Source: an optimization exercise on an open RTL-to-GDS flow (aim: small area and a short achievable clock period). Production flows keep margins and buffers that such runs may drop.
The RTL was checked by simulation tests, not by an equivalence proof against the original design.
Power figures rest on the tool's default switching activity, not on a simulated workload.

==> flow/design.v (outline; a module is shown in full before it is edited, if it fits) <==
// module IntegerUnits: 83 lines
// module int_alu: 80 lines
// module int_add: 39 lines
// module int_csel: 25 lines
// module int_mul: 28 lines
// module int_div: 65 lines
// module int_mul_lo32: 839 lines
// module int_exec: 95 lines
module int_exec (
    input  logic        clk,
    input  logic        rst,
    input  logic        flush,
    input  logic [1:0]  alu_valid,
    input  logic [11:0] alu_prd,
    input  logic [63:0] alu_src1,
    input  logic [63:0] alu_src2,
    input  logic [7:0]  alu_control,
    input  logic [3:0]  alu_src_sel,
    input  logic [63:0] alu_imm,
    input  logic [9:0]  alu_shamt,
    input  logic [1:0]  alu_reg_write,
    input  logic [63:0] alu_pc,
    input  logic [63:0] alu_pc_plus_4,
    input  logic [13:0] alu_rob_idx,
    output logic [1:0]  alu_available,
    output logic [1:0]  alu_result_valid,
    output logic [11:0] alu_result_prd,
    output logic [63:0] alu_result_data,
    output logic [13:0] alu_result_rob_idx,
    input  logic        mul_valid,
    input  logic [5:0]  mul_prd,
    input  logic [31:0] mul_src1,
    input  logic [31:0] mul_src2,
    input  logic        mul_signed_op,
    input  logic [6:0]  mul_rob_idx,
    output logic        mul_available,
    output logic        mul_result_valid,
    output logic [5:0]  mul_result_prd,
    output logic [31:0] mul_result_data,
    output logic [6:0]  mul_result_rob_idx,
    input  logic        div_valid,
    input  logic [5:0]  div_prd,
    input  logic [31:0] div_src1,
    input  logic [31:0] div_src2,
    input  logic        div_signed_op,
    input  logic        div_remainder,
    input  logic [6:0]  div_rob_idx,
    output logic        div_available,
    output logic        div_result_valid,
    output logic [5:0]  div_result_prd,
    output logic [31:0] div_result_data,
    output logic [6:0]  div_result_rob_idx
);
  // ...
==> flow/run.sh <==
#!/bin/bash
# synth_recipe.tcl (not shown) runs the flow's synth.tcl, then flattens the netlist and writes it again
# the make line also repeats each setting of config.mk as NAME=value (left out here)
make -C /OpenROAD-flow-scripts/flow DESIGN_CONFIG=/design/flow/config.mk WORK_HOME=/design/flow/orfs CLKGATE_MAP_FILE= SYNTH_SCRIPT=/design/flow/synth_recipe.tcl finish
==> flow/config.mk <==
export PLATFORM = sky130hd
export DESIGN_NAME = int_exec
export DESIGN_NICKNAME = int_exec
export VERILOG_FILES = /design/flow/design.v
export SDC_FILE = /design/flow/constraint.sdc
export NUM_CORES = 4
export LEC_CHECK = 0
export ABC_AREA = 1
export CAP_MARGIN = 20
export CORE_MARGIN = 2
export CORE_UTILIZATION = 40
export SLEW_MARGIN = 20
==> flow/constraint.sdc <==
create_clock -name core_clock -period 90.0 [get_ports {clk}]
set_input_delay 18.0000 -clock core_clock [delete_from_list [all_inputs] [get_ports {clk}]]
set_output_delay 18.0000 -clock core_clock [all_outputs]
set_load 0.01 [all_outputs]
==> flow_summary.json, run 1 <==
{
  "total_leakage_power_nw": 21.8,
  "finalWirelength_um": 142000,
  "worst_skew_pair.late_latency_ps": 640,
  "met1Wirelength_um": 59400,
  "area_delta_synth_final_pct": 24.5,
  "postLayoutSetupSlackWorst_ps": 64680,
  "post_cts_buffers": 0,
  "portBuffers": 653,
  "p_int_uw": 880,
  "min_from": "units.mul.p2[13]",
  "largest_cell_class": "multi-input gates",
  "synthCells": 5227,
  "cts_resized": 0,
  "p_total_mw": 1.63,
  "maxSlewViolCount": 0,
  "multi_input_area_share_pct": 52.5,
  "dr_wl_met3_um": 9940,
  "outcome": "no timing/DRC/antenna violations",
  "fill_cells": 9514,
  "cp.arrival_ps": 25850,
  "numSequentialCells": 474,
  "critPathBufInv": 7,
  "skew_ps": 24.6,
  "num_antenna_cells": 9,
  "final.setup.tns_ps": 0,
  "p_comb_mw": 1.09,
  "synth_common_cells": "931 x nand2_1, 667 x inv_1, 651 x o21ai_0",
  "synthAdderAreaFrac_pct": 19.3,
  "cap_violations": 0,
  "viasPerCell": 5.32,
  "r2r_cells": 48,
  "crit_required_ps": 90530,
  "min_path_cells": 0,
  "worst_slew_margin_rel_pct": 22.0,
  "largest_reg_flops": 64,
  "die_area_um2": 101000,
  "cts_root_buf": "clkbuf_16",
  "p_comb_share_pct": 66.9,
  "critPathLaunchType": "input pin",
  "reg.largest.list": "units.alu_gen.alu.res_data: 64 flops, units.mul.t: 52 flops",
  "rsz0062_at_grt": "no",
  "yosysWarnings": 3,
  "r2r-start": "units.div.q[31]",
  "hold-worst-slack_ps": 307
}
==> run 2: changes to the inputs <==
==> flow/flow/run.sh (new file) <==
#!/bin/bash
set -euo pipefail
bash standard.sh "BUFFER_PORTS_ARGS=-buffer_cell sky130_fd_sc_hd__buf_1" \
    SETUP_SLACK_MARGIN=${SETUP_MARGIN:-67} finish > flow_make.log 2>&1
==> flow/standard.sh (new file) <==
#!/bin/bash
# synth_recipe.tcl (not shown) runs the flow's synth.tcl, then flattens the netlist and writes it again
# the make line also repeats each setting of config.mk as NAME=value (left out here)
make -C /OpenROAD-flow-scripts/flow DESIGN_CONFIG=/design/flow/config.mk WORK_HOME=/design/flow/orfs CLKGATE_MAP_FILE= SYNTH_SCRIPT=/design/flow/synth_recipe.tcl "${@:-finish}"
--- a/flow/config.mk
+++ b/flow/config.mk
@@ -11,2 +11,3 @@
 export CORE_UTILIZATION = 40
+export CTS_BUF_LIST = sky130_fd_sc_hd__clkbuf_4
 export SLEW_MARGIN = 20
removed: flow/run.sh
==> flow_summary.json, run 2 <==
{
  "outcome": "no timing/DRC/antenna violations",
  "grt_first_pass_wirelength_um": 210000,
  "synth_common_cells": "931 x nand2_1, 667 x inv_1, 651 x o21ai_0",
  "crit_required_ps": 90830,
  "finalSetupViolations": 0,
  "worst_skew_pair.late_latency_ps": 1030,
  "cts_buffers": 137,
  "powerDensity_nw_per_um2": 34.9,
  "stdcell_count": 7209,
  "clock.fmax_ghz": 0.0437,
  "hold_buffers": 0,
  "drcViolationCount": 0,
  "reg.largest.list": "units.alu_gen.alu.res_data: 64 flops, units.mul.t: 52 flops",
  "layout.nets": 6785,
  "synth_area_leaders": "dfxtp_1 22%, fa_1 14%, xor2_1 8.9%",
  "synth_top_flop_cell": "dfxtp_1",
  "hpwl_um": 105000,
  "grt_pass1_vias": 36300,
  "seq_area_frac_synth_pct": 25.3,
  "synthCells": 5227,
  "synth.most_common_cell": "nand2_1",
  "yosysWarnings": 3,
  "worst_slew_margin_rel_pct": 31.0,
  "clkPwrFrac_pct": 12.7,
  "start_util_pct": 40.2,
  "cp.arrival_ps": 23700,
  "clock_path_buffers": 3,
  "crit_path_end_kind": "register",
  "switching_share_pct": 48.3,
  "r2r_cells": 48,
  "max_slew.worst_pin.slew_ps": 1030,
  "ios": 722,
  "rows": 115,
  "slowest_delay_ps": 410,
  "cp_common_cell": "inv_1",
  "p_int_uw": 813,
  "portBuffers": 653,
  "die_w_um": 318,
  "grt_max_degree": 77,
  "final.setup.tns_ps": 0,
  "min_path_cells": 0,
  "criticalPathCategory": "in2reg",
  "synth_top_area_share_pct": 21.6,
  "vias": 38300,
  "fill_cells": 9984,
  "ys_ff_latch": 474,
  "die_y_um": 318,
  "dp_cells": 6938,
  "drt-wirelength-per-cell_um": 19.2,
  "finalWirelength_um": 138000,
  "rsz0062_at_grt": "no",
  "critPathLaunchType": "input pin",
  "antenna_found_initial": 12,
  "area_delta_synth_final_pct": 14.5,
  "async_reset_ff_share_pct": 0,
  "regArea_um2": 9980,
  "regMostFlops": "units.alu_gen.alu.res_data",
  "cts.htree.levels": 4,
  "core_area_um2": 98000,
  "skew_ps": 70.4,
  "synth_edf_count": 49,
  "clkTransAtPathRegs_ps": 60,
  "synth_cell_types": 55,
  "cp_max_fo": 32,
  "cap_violations": 0,
  "first_pass_iters": 7,
  "crit_path_top_delay_cell": "a221oi_4",
  "finalHoldViolations": 0,
  "drt_iter0_drc": 3139,
  "yosysTopAreaCell": "dfxtp_1",
  "p_switching_uw": 760,
  "die_area_um2": 101000,
  "largest_reg_flops": 64,
  "hp-class": "reg2reg",
  "fin_crit_ps": 22870,
  "viasPerCell": 5.31,
  "ir_drop_mv": 0.119,
  "multiInputGateArea_um2": 25900,
  "cts_root_buf": "clkbuf_4",
  "grtUsageTotal_pct": 26.6,
  "clock_sinks": 474,
  "fin_crit_sh_pct": 25.4,
  "syn_area_um2": 39400,
  "gp_congestion": 0.993,
  "tritoncts": "done",
  "total_leakage_power_nw": 20.2,
  "avgSynthCellArea_um2": 7.54,
  "maxSlewViolCount": 0,
  "grt-ovfl-total": 0,
  "final_common_cell": "nand2_1",
  "p_comb_share_pct": 67.6,
  "ant_nets": 0,
  "drive_gt1_share_pct": 8.34,
  "mostFrequentLayoutCells": "930 x nand2_1, 663 x inv_1, 650 x buf_1, 639 x o21ai_0, 422 x dfxtp_1",
  "seq_power_share_pct": 19.7
}
[run 2: changes by cell type in the layout (fill, tap and decap cells not counted), moves of 7 or more]
cell and change:
clkbuf_8 -15, clkinv_1 +28, clkbuf_4 +186, clkbuf_16 -56
o21ai_0 -10, o21ai_2 +7, clkdlybuf4s50_1 -653, buf_1 +650
[run 2: layout make-up]
type | count | area share (%)
multi-input combinational | 3758 | 57.4
sequential | 474 | 22.1
timing repair buffer | 747 | 7.23
inverter | 690 | 5.77
tap | 1287 | 3.57
clock buffer | 186 | 3.10
clock inverter | 55 | 0.705
antenna | 9 | 0.0500
timing repair inverter | 3 | 0.0333
[run 2: worst paths after layout]
kind                                       from                               end  slack (ps)
worst max-delay path             alu_src_sel[2]  units.alu_gen[1].alu.res_data[0]       67130
worst min-delay path             units.mul.t[6]                   units.mul.t[19]         280
worst max register to register  units.div.q[31]                   units.div.r[26]       71280
worst min register to register   units.mul.t[6]                   units.mul.t[19]         280
[run 2: what timing repair did]
item	CTS	global route
resized for setup	17	41
setup endpoints to repair	10	9
setup buffers	6	10
cloned	2	2
pin swaps	1	11
[run 2: cell families (layout without fill, tap and decap cells)]
family,Yosys count,count (layout),synth area share (%)
AOI/OAI and AO/OA,1286,1286,18.5
xor gates and xnor gates,471,471,10.5
adders and majority gates,440,440,19.3
buffers and inverters,997,1681,9.66
DFF,474,474,25.3
muxes,16,16,0.407
other,1,12,0.00952
and+or+nand+nor,1542,1542,16.3
[run 2: through the flow]
step	power, mW	instance area, um^2	worst slack [ps]	hold WS, ps	utilization [%]
detailed placement	1.39	42900	64730	312	43.8
global route	1.77	45100	66970	272	46.0
CTS	1.61	44800	66950	270	45.7
finish	1.57	45100	67130	277	46.0
floorplan	1.08	39400	67050	310	-
global placement	1.39	42900	64790	310	43.8
[run 2: worst max-delay path: cells and delay by family]
| family | cells | cell delay (ps) |
|---|---|---|
| buffers and inverters | 6 | 810 |
| xor gates and xnor gates | 1 | 180 |
| AOI/OAI and AO/OA | 11 | 2510 |
| adders and majority gates | 2 | 750 |
| and+or+nand+nor | 12 | 1420 |
[run 2: power groups by stage]
stage	sequential [mW]	combinational (mW)	clock [mW]
final	0.309	1.06	0.200
after global routing	0.314	1.24	0.221
after CTS	0.310	1.09	0.210
after detailed placement	0.314	1.08	0
after global placement	0.314	1.08	0
after floorplan	0.310	0.774	0
[run 2: layer usage]
| metal | global-route usage [%] | vias to the layer above | part of all wire (%) |
|---|---|---|---|
| li1 | - | 18300 | - |
| met1 | 34.2 | 18100 | 41 |
| met2 | 44.2 | 1535 | 47 |
| met3 | 4.75 | 302 | 7.7 |
| met4 | 10.8 | 10 | 3.6 |
| met5 | 0 | - | 0.050 |
==> run 3: changes to the inputs <==
==> flow/flow/run.sh (replaced) <==
#!/bin/bash
set -euo pipefail
bash standard.sh \
    "BUFFER_PORTS_ARGS=-buffer_cell sky130_fd_sc_hd__buf_1" \
    "CTS_ARGS=-sink_clustering_enable -repair_clock_nets -buf_list sky130_fd_sc_hd__clkbuf_4 -dont_use_dummy_load" \
    SETUP_SLACK_MARGIN=${SETUP_MARGIN:-68.5} finish > flow_make.log 2>&1
--- a/flow/config.mk
+++ b/flow/config.mk
@@ -10,4 +10,3 @@
 export CORE_MARGIN = 2
-export CORE_UTILIZATION = 40
-export CTS_BUF_LIST = sky130_fd_sc_hd__clkbuf_4
+export CORE_UTILIZATION = 60
 export SLEW_MARGIN = 20
==> flow_summary.json, run 3 <==
{
  "cp_max_fo": 8,
  "layout.nets": 6828,
  "whs_endpoint": "units.mul.t[33]",
  "grt_pass1_vias": 36000,
  "die_w_um": 260,
  "postLayoutSetupSlackWorst_ps": 67940,
  "vias": 39000,
  "syn_area_um2": 39400,
  "r2r_cells": 48,
  "ir_drop_mv": 0.119,
  "ios": 722,
  "clock_sinks": 474,
  "finalWirelength_um": 132000,
  "die_area_um2": 67700,
  "p_switching_uw": 760,
  "min_path_cells": 0,
  "fin_crit_sh_pct": 24.5,
  "start_util_pct": 60.9,
  "clkPwrFrac_pct": 8.6,
  "antenna_found_initial": 6,
  "drcViolationCount": 0,
  "yosysTopAreaCell": "dfxtp_1",
  "drive_gt1_share_pct": 9.50,
  "clock_path_buffers": 3,
  "finalHoldViolations": 0,
  "area_delta_synth_final_pct": 14.0,
  "avgSynthCellArea_um2": 7.54,
  "ys_ff_latch": 474,
  "hpwl_um": 97600,
  "fin_crit_ps": 22060,
  "p_comb_share_pct": 71.3,
  "viasPerCell": 5.80,
  "synth_top_area_share_pct": 21.6,
  "tritoncts": "done",
  "synth_edf_count": 49,
  "synth_cell_types": 55,
  "reg.largest.list": "units.alu_gen.alu.res_data: 64 flops, units.mul.t: 52 flops",
  "worst_skew_pair.late_latency_ps": 940,
  "crit_required_ps": 90760,
  "grt_max_degree": 77,
  "critPathLaunchType": "input pin",
  "maxSlewViolCount": 0,
  "cts_buffers": 115,
  "first_pass_iters": 6,
  "synthCells": 5227,
  "seq_power_share_pct": 20.1,
  "worst_slew_margin_rel_pct": 21.1,
  "max_slew.worst_pin.slew_ps": 1170,
  "skew_ps": 164,
  "slowest_delay_ps": 360,
  "min_from": "units.mul.t[20]",
  "crit_path_top_delay_cell": "fa_2",
  "regMostFlops": "units.alu_gen.alu.res_data",
  "yosysWarnings": 3,
  "clock.fmax_ghz": 0.0453,
  "portBuffers": 653,
  "mostFrequentLayoutCells": "922 x nand2_1, 646 x inv_1, 646 x buf_1, 614 x o21ai_0, 423 x dfxtp_1",
  "cp.arrival_ps": 22830,
  "crit_path_end_kind": "register",
  "gp_congestion": 1.00,
  "stdcell_count": 6714,
  "finalSetupViolations": 0,
  "powerDensity_nw_per_um2": 34.2,
  "dp_slack_ps": 65760,
  "cts.htree.levels": 3,
  "synth.most_common_cell": "nand2_1",
  "die_y_um": 260,
  "criticalPathCategory": "in2reg",
  "grtUsageTotal_pct": 37.7,
  "outcome": "no timing/DRC/antenna violations",
  "final.setup.tns_ps": 0,
  "rows": 93,
  "largest_reg_flops": 64,
  "synth_common_cells": "931 x nand2_1, 667 x inv_1, 651 x o21ai_0",
  "grt-ovfl-total": 0,
  "cts_root_buf": "clkbuf_4",
  "synth_area_leaders": "dfxtp_1 22%, fa_1 14%, xor2_1 8.9%",
  "grt_first_pass_wirelength_um": 199000,
  "p_int_uw": 777,
  "dp_cells": 6501,
  "r2r_slack_ps": 71520,
  "rsz0062_at_grt": "yes",
  "fill_cells": 5595,
  "ant_nets": 0,
  "hp-class": "reg2reg",
  "cap_violations": 0,
  "drt_iter0_drc": 4080,
  "core_area_um2": 64700,
  "clkTransAtPathRegs_ps": 60,
  "async_reset_ff_share_pct": 0,
  "switching_share_pct": 49.4,
  "drt-wirelength-per-cell_um": 19.6,
  "r2r-end": "units.div.r[17]",
  "synth_top_flop_cell": "dfxtp_1",
  "seq_area_frac_synth_pct": 25.3,
  "final_common_cell": "nand2_1",
  "r2r-start": "units.div.q[31]",
  "total_leakage_power_nw": 20.3
}
run 3: cell families (layout without fill, tap and decap cells):
family / Yosys count / after routing / synth area share, %
buffers and inverters: 997 / 1620 / 9.66
AOI/OAI and AO/OA: 1286 / 1286 / 18.5
other: 1 / 10 / 0.00952
xor gates and xnor gates: 471 / 471 / 10.5
and+or+nand+nor: 1542 / 1542 / 16.3
adders and majority gates: 440 / 440 / 19.3
muxes: 16 / 16 / 0.407
DFF: 474 / 474 / 25.3
run 3: worst max-delay path: cells and delay by family:
| kind | cells | cell delay, ps |
|---|---|---|
| AOI/OAI and AO/OA | 11 | 1750 |
| xor gates and xnor gates | 2 | 300 |
| adders and majority gates | 2 | 640 |
| buffers and inverters | 7 | 680 |
| and+or+nand+nor | 14 | 1420 |
run 3: layer usage:
| layer | vias to the layer above | global-route usage [%] | routed length, um | part of all wire (%) |
|---|---|---|---|---|
| li1 | 18300 | - | - | - |
| met1 | 17900 | 50.0 | 51900 | 39 |
| met2 | 2291 | 58.9 | 58600 | 44 |
| met3 | 414 | 8.41 | 15100 | 11 |
| met4 | 0 | 16.6 | 6260 | 4.8 |
| met5 | - | 0 | 0 | 0 |
run 3: worst max path at each step:
| stage | start | to |
|---|---|---|
| finish | alu_src_sel[3] | units.alu_gen[1].alu.res_data[0] |
| global route | alu_src_sel[2] | units.alu_gen[1].alu.res_data[0] |
| CTS | alu_src_sel[3] | units.alu_gen[1].alu.res_data[0] |
| detailed placement | alu_control[4] | units.alu_gen[1].alu.res_data[0] |
| global placement | alu_control[4] | units.alu_gen[1].alu.res_data[0] |
| floorplan | alu_control[4] | units.alu_gen[1].alu.res_data[0] |
run 3: repair_timing:
item / in CTS / in global routing
setup endpoints to repair: 33 / 18
setup buffers: 55 / 27
gates resized for setup: 110 / 58
gates cloned: 7 / 1
hold buffers: 0 / 0
pin swaps: 39 / 44
run 3: area by class of cell:
class / count / area, um^2 / share of cell area, %
multi-input combinational: 3758 / 26300 / 58.6
sequential: 474 / 9980 / 22.2
timing repair buffer: 813 / 3990 / 8.89
inverter: 690 / 2630 / 5.85
tap: 855 / 1070 / 2.38
clock buffer: 115 / 863 / 1.92
antenna: 7 / 17.5 / 0.0390
timing repair inverter: 2 / 16.3 / 0.0362
run 3: power by group through the flow:
stage               logic, mW  clock network (mW)  registers [mW]
global placement         1.05                   0           0.311
global route             1.25               0.146           0.313
floorplan               0.776                   0           0.310
CTS                      1.10               0.137           0.308
finish                   1.10               0.133           0.308
detailed placement       1.08                   0           0.312
run 3: through the flow:
stage	util, %	cell area, um^2	hold WS (ps)	total power, mW
final	69.4	44900	240	1.54
after global routing	69.4	44900	240	1.71
after CTS	68.6	44400	240	1.55
after detailed placement	65.8	42500	312	1.39
after global placement	65.8	42500	310	1.36
after floorplan	-	39700	310	1.09
==> module int_div, before the edit <==
module int_div #(parameter TAG_BITS = 13) (
    input  logic                clk,
    input  logic                kill,
    input  logic                valid,
    input  logic [TAG_BITS-1:0] tag,
    input  logic [31:0]         src1,
    input  logic [31:0]         src2,
    input  logic                signed_op,
    input  logic                rem,
    output logic                available,
    output logic                res_valid,
    output logic [TAG_BITS-1:0] res_tag,
    output logic [31:0]         res_data
);
    logic        busy, last;
    logic [3:0]  cnt;
    logic [31:0] r, q, dx;
    logic        dcin, negq, negr, rsel;
    assign available = ~busy;
    logic s1n, s2n;
    assign s1n = signed_op & src1[31];
    assign s2n = signed_op & src2[31];
    logic [31:0] x1, x2, t1, t2, r1, r2;
    logic        c1, c2, k1, k2;
    assign x1 = {r[30:0], q[31]};
    int_csel #(32, 16) a1 (.a(x1), .b(dx), .ci(dcin), .s(t1), .co(c1));
    assign k1 = r[31] | c1;
    assign r1 = k1 ? t1 : x1;
    assign x2 = {r1[30:0], q[30]};
    int_csel #(32, 16) a2 (.a(x2), .b(dx), .ci(dcin), .s(t2), .co(c2));
    assign k2 = r1[31] | c2;
    assign r2 = k2 ? t2 : x2;
    logic [31:0] nin, nout, por;
    logic        nen;
    assign nin = busy ? (rsel ? r : q) : src1;
    assign nen = busy ? (rsel ? negr : negq) : s1n;
    assign por[0] = 1'b0;
    for (genvar i = 1; i < 32; i++) begin : g_por
        assign por[i] = |nin[i-1:0];
    end
    assign nout = nin ^ (por & {32{nen}});
    always_ff @(posedge clk) begin
        if (kill) begin
            busy      <= 1'b0;
            res_valid <= 1'b0;
        end else begin
            res_valid <= busy & last;
            if (!busy) busy <= valid & (src2 != 32'b0);
            else if (last) busy <= 1'b0;
        end
        cnt  <= busy ? cnt + 4'd1 : 4'd0;
        last <= busy & ~last & (cnt == 4'd15);
        r    <= busy ? r2 : 32'b0;
        q    <= (busy & ~last) ? {q[29:0], k1, k2} : nout;
        if (!busy) begin
            dx      <= s2n ? src2 : ~src2;
            dcin    <= ~s2n;
            negq    <= s1n ^ s2n;
            negr    <= s1n;
            rsel    <= rem;
            res_tag <= tag;
        end
    end
    assign res_data = q;
endmodule
==> run 4: changes to the inputs <==
--- a/flow/design.v
+++ b/flow/design.v
@@ -204,3 +204,3 @@
 endmodule
-module int_csel #(parameter W = 32, parameter H = 16) (
+module int_rca #(parameter W = 32) (
     input  logic [W-1:0] a,
@@ -211,6 +211,5 @@
 );
-    logic [W:0] c, c0, c1;
-    logic [W-1:0] s0, s1;
+    logic [W:0] c;
     assign c[0] = ci;
-    for (genvar i = 0; i < H; i++) begin : lo
+    for (genvar i = 0; i < W; i++) begin : g
         assign s[i]   = a[i] ^ b[i] ^ c[i];
@@ -218,12 +217,3 @@
     end
-    assign c0[H] = 1'b0;
-    assign c1[H] = 1'b1;
-    for (genvar i = H; i < W; i++) begin : hi
-        assign s0[i]   = a[i] ^ b[i] ^ c0[i];
-        assign c0[i+1] = (a[i] & b[i]) | (a[i] & c0[i]) | (b[i] & c0[i]);
-        assign s1[i]   = a[i] ^ b[i] ^ c1[i];
-        assign c1[i+1] = (a[i] & b[i]) | (a[i] & c1[i]) | (b[i] & c1[i]);
-    end
-    assign s[W-1:H] = c[H] ? s1[W-1:H] : s0[W-1:H];
-    assign co = c[H] ? c1[W] : c0[W];
+    assign co = c[W];
 endmodule
@@ -279,12 +269,15 @@
     assign s2n = signed_op & src2[31];
-    logic [31:0] x1, x2, t1, t2, r1, r2;
-    logic        c1, c2, k1, k2;
+    logic [31:0] x1, xa, xb, t1, ta, tb, r2;
+    logic        c1, ca, cb, k1, ka, kb, k2;
     assign x1 = {r[30:0], q[31]};
-    int_csel #(32, 16) a1 (.a(x1), .b(dx), .ci(dcin), .s(t1), .co(c1));
+    int_rca #(32) a1 (.a(x1), .b(dx), .ci(dcin), .s(t1), .co(c1));
     assign k1 = r[31] | c1;
-    assign r1 = k1 ? t1 : x1;
-    assign x2 = {r1[30:0], q[30]};
-    int_csel #(32, 16) a2 (.a(x2), .b(dx), .ci(dcin), .s(t2), .co(c2));
-    assign k2 = r1[31] | c2;
-    assign r2 = k2 ? t2 : x2;
+    assign xa = {t1[30:0], q[30]};
+    int_rca #(32) aa (.a(xa), .b(dx), .ci(dcin), .s(ta), .co(ca));
+    assign ka = t1[31] | ca;
+    assign xb = {x1[30:0], q[30]};
+    int_rca #(32) ab (.a(xb), .b(dx), .ci(dcin), .s(tb), .co(cb));
+    assign kb = x1[31] | cb;
+    assign k2 = k1 ? ka : kb;
+    assign r2 = k1 ? (ka ? ta : xa) : (kb ? tb : xb);
     logic [31:0] nin, nout, por;
==> flow_summary.json, run 4 <==
{
  "outcome": "no timing/DRC/antenna violations",
  "globalRoute.busiestLayer": "met2",
  "rows": 95,
  "synth_common_cells": "1,249 x nand2_1, 558 x inv_1, 536 x nand3_1",
  "cp.arrival_ps": 22060,
  "gr-usage-met1_pct": 49.5,
  "grt_pass1_vias": 37200,
  "fin_crit_ps": 21320,
  "slowest_delay_ps": 400,
  "seq_area_frac_synth_pct": 24.7,
  "hpwl_um": 106000,
  "start_util_pct": 60.4,
  "area_delta_synth_final_pct": 10.1,
  "grtUsageMet3_pct": 7.76,
  "drt-wirelength-per-cell_um": 20.3,
  "rsz0062_at_grt": "no",
  "async_reset_ff_share_pct": 0,
  "ys_ff_latch": 474,
  "powerDensity_nw_per_um2": 27.5,
  "die_area_um2": 69400,
  "drcViolationCount": 0,
  "final_common_cell": "nand2_1",
  "first_pass_iters": 8,
  "yosysTopAreaCell": "dfxtp_1",
  "drt_iter0_drc": 4153,
  "die_w_um": 264,
  "drive_gt1_share_pct": 5.87,
  "crit_path_end_kind": "register",
  "maxSlewViolCount": 0,
  "crit_start": "alu_src_sel[0]",
  "worst_slew_margin_rel_pct": 24.5,
  "clock.fmax_ghz": 0.0469,
  "synth_edf_count": 49,
  "viasPerCell": 5.86,
  "met2_usage_pct": 62.7,
  "crit_required_ps": 90740,
  "r2r-end": "units.div.r[24]",
  "r2r_cells": 36,
  "cts_root_buf": "clkbuf_4",
  "r2r_slack_ps": 72830,
  "synth_top_flop_cell": "dfxtp_1",
  "synth_cell_types": 60,
  "antenna_found_initial": 14,
  "grt-ovfl-total": 0,
  "dp_cells": 6638,
  "grt_first_pass_wirelength_um": 209000,
  "vias": 39700,
  "portBuffers": 653,
  "skew_ps": 154,
  "synth_area_leaders": "dfxtp_1 21%, fa_1 17%, nand2_1 12%",
  "crit_end": "units.alu_gen[0].alu.res_data[0]",
  "synth_top_area_share_pct": 21.1,
  "grtUsageTotal_pct": 38.7,
  "hold_buffers": 0,
  "ir_drop_mv": 0.136,
  "cp_common_cell": "nand2_1",
  "cts.htree.levels": 3,
  "synthCells": 5322,
  "syn_area_um2": 40400,
  "core_area_um2": 66900,
  "final.setup.tns_ps": 0,
  "critPathLaunchType": "input pin",
  "hold-worst-slack_ps": 230,
  "layout.nets": 6897,
  "yosysWarnings": 3,
  "cap_violations": 0,
  "tritoncts": "done",
  "criticalPathCategory": "in2reg",
  "cp_max_fo": 31,
  "clock_sinks": 474,
  "max_slew.worst_pin.slew_ps": 1120,
  "finalHoldViolations": 0,
  "stdcell_count": 6781,
  "clkTransAtPathRegs_ps": 60,
  "reg.largest.list": "units.alu_gen.alu.res_data: 64 flops, units.mul.t: 52 flops",
  "crit_path_top_delay_cell": "maj3_1",
  "clock_path_buffers": 3,
  "ios": 722,
  "cts_buffers": 118,
  "finalSetupViolations": 0,
  "grt_max_degree": 68,
  "r2r-start": "units.div.q[31]",
  "finalWirelength_um": 137000,
  "placed_area_um2": 43300,
  "fin_crit_sh_pct": 23.7,
  "hp-class": "reg2reg",
  "avgSynthCellArea_um2": 7.59,
  "synth.most_common_cell": "nand2_1",
  "regMostFlops": "units.alu_gen.alu.res_data",
  "die_y_um": 264,
  "utilization_pct": 66.5,
  "total_leakage_power_nw": 20.6,
  "final_area_um2": 44500,
  "mostFrequentLayoutCells": "1,245 x nand2_1, 646 x buf_1, 552 x inv_1, 534 x nand3_1, 424 x dfxtp_1",
  "gp_congestion": 1.02,
  "ant_nets": 0,
  "worst_skew_pair.late_latency_ps": 990,
  "largest_reg_flops": 64
}
-- run 4: cell count changes in the layout (fill, tap and decap cells not counted), sizes merged, moves of 69 or more --
cell,before,now
o21ai,667,335
buf,806,737
inv,674,585
nand2,935,1253
nand3,147,539
or2,117,31
nor2,284,170
-- run 4: cell type report --
type	count	area (um^2)
multi-input cells	3947	27000
fillers	6023	22400
flip-flops and latches	474	9980
repair buffers	745	3200
inverters	607	2320
well taps	873	1090
clock buffers	118	886
diodes	17	42.5
-- run 4: through the flow --
| stage | power (mW) | setup WS [ps] |
|---|---|---|
| floorplan | 0.871 | 68500 |
| global placement | 1.08 | 66340 |
| detailed placement | 1.10 | 66350 |
| CTS | 1.24 | 68530 |
| global route | 1.38 | 68510 |
| finish | 1.22 | 68680 |
-- run 4: worst min-delay path by stage --
stage / end / from / cells after the start / slack (ps)
final: units.mul.t[40] / units.mul.t[27] / 0 / 230
after CTS: units.mul.t[40] / units.mul.t[27] / 0 / 200
after global placement: units.mul.p3[27] / units.mul.p2[27] / 0 / 310
after global routing: units.mul.t[40] / units.mul.t[27] / 0 / 240
after detailed placement: units.mul.p2[0] / units.mul.p1[0] / 0 / 310
after floorplan: units.mul.p2[0] / units.mul.p1[0] / 0 / 310
-- run 4: layer usage --
layer | wire length, um | vias up
met4 | 7350 | 4
li1 | - | 18600
met2 | 63200 | 2285
met1 | 52600 | 18500
met5 | 25 | -
met3 | 14200 | 349
-- run 4: repair_timing --
item                                   CTS  global route
buffers inserted                         5             1
gates cloned                             0             1
setup endpoints to repair               41             5
resized for setup                       24            22
pin swaps                                2             2
endpoints found under the hold margin    0             0
-- run 4: cells by family after synthesis --
group	after synthesis	synth area share [%]
mux	5	0.124
fa+ha+maj	471	20.9
simple gates	2071	21.9
buf+inv	903	9.03
xor+xnor	411	8.91
compound gates	986	14.4
other cells	1	0.00928
flops	474	24.7
-- run 4: power breakdown --
| group | switching [mW] | leakage, nW | internal, mW | total (mW) |
|---|---|---|---|---|
| Combinational | 0.462 | 16.0 | 0.330 | 0.792 |
| Clock | 0.0754 | 0.543 | 0.0587 | 0.134 |
| Sequential | 0.0202 | 4.07 | 0.276 | 0.297 |
-- run 4: worst max-delay path, delay by kind of cell --
family / cells / cell delay (ps)
simple gates: 12 / 1390
fa+ha+maj: 3 / 1160
buf+inv: 5 / 730
compound gates: 4 / 610
xor+xnor: 1 / 170

## re-timing with driven ports
No port has a modelled driver above. Below, the same layouts with a new extraction and two added sets of constraints. Step 1 (the two cells are an assumption about what drives the block):
set clk [get_ports {clk}]
set_driving_cell -lib_cell sky130_fd_sc_hd__clkbuf_16 $clk
set_driving_cell -lib_cell sky130_fd_sc_hd__buf_2 [delete_from_list [all_inputs] $clk]
Step 2 moves the port delays by t, midway between the first and last clock arrival at a register: inputs arrive t later, outputs are due t later. That takes back most of the time a late clock gives input paths. a / b / c = ideal / step 1 / step 2; a / b = the first two.
run	t, ns	setup WS [ns]	worst setup path after step 2
run 1	0.704	64.675 / 64.687 / 63.983	input to register
run 2	1.049	67.128 / 67.155 / 66.106	input to register
run 3	0.893	67.936 / 67.936 / 67.043	input to register
run 4	0.962	68.676 / 68.714 / 67.753	input to register
After both steps every run listed still meets setup and hold. The setup slack of run 2, which loses most, moves by +0.027 ns with the drivers and by -1.022 ns with both steps.
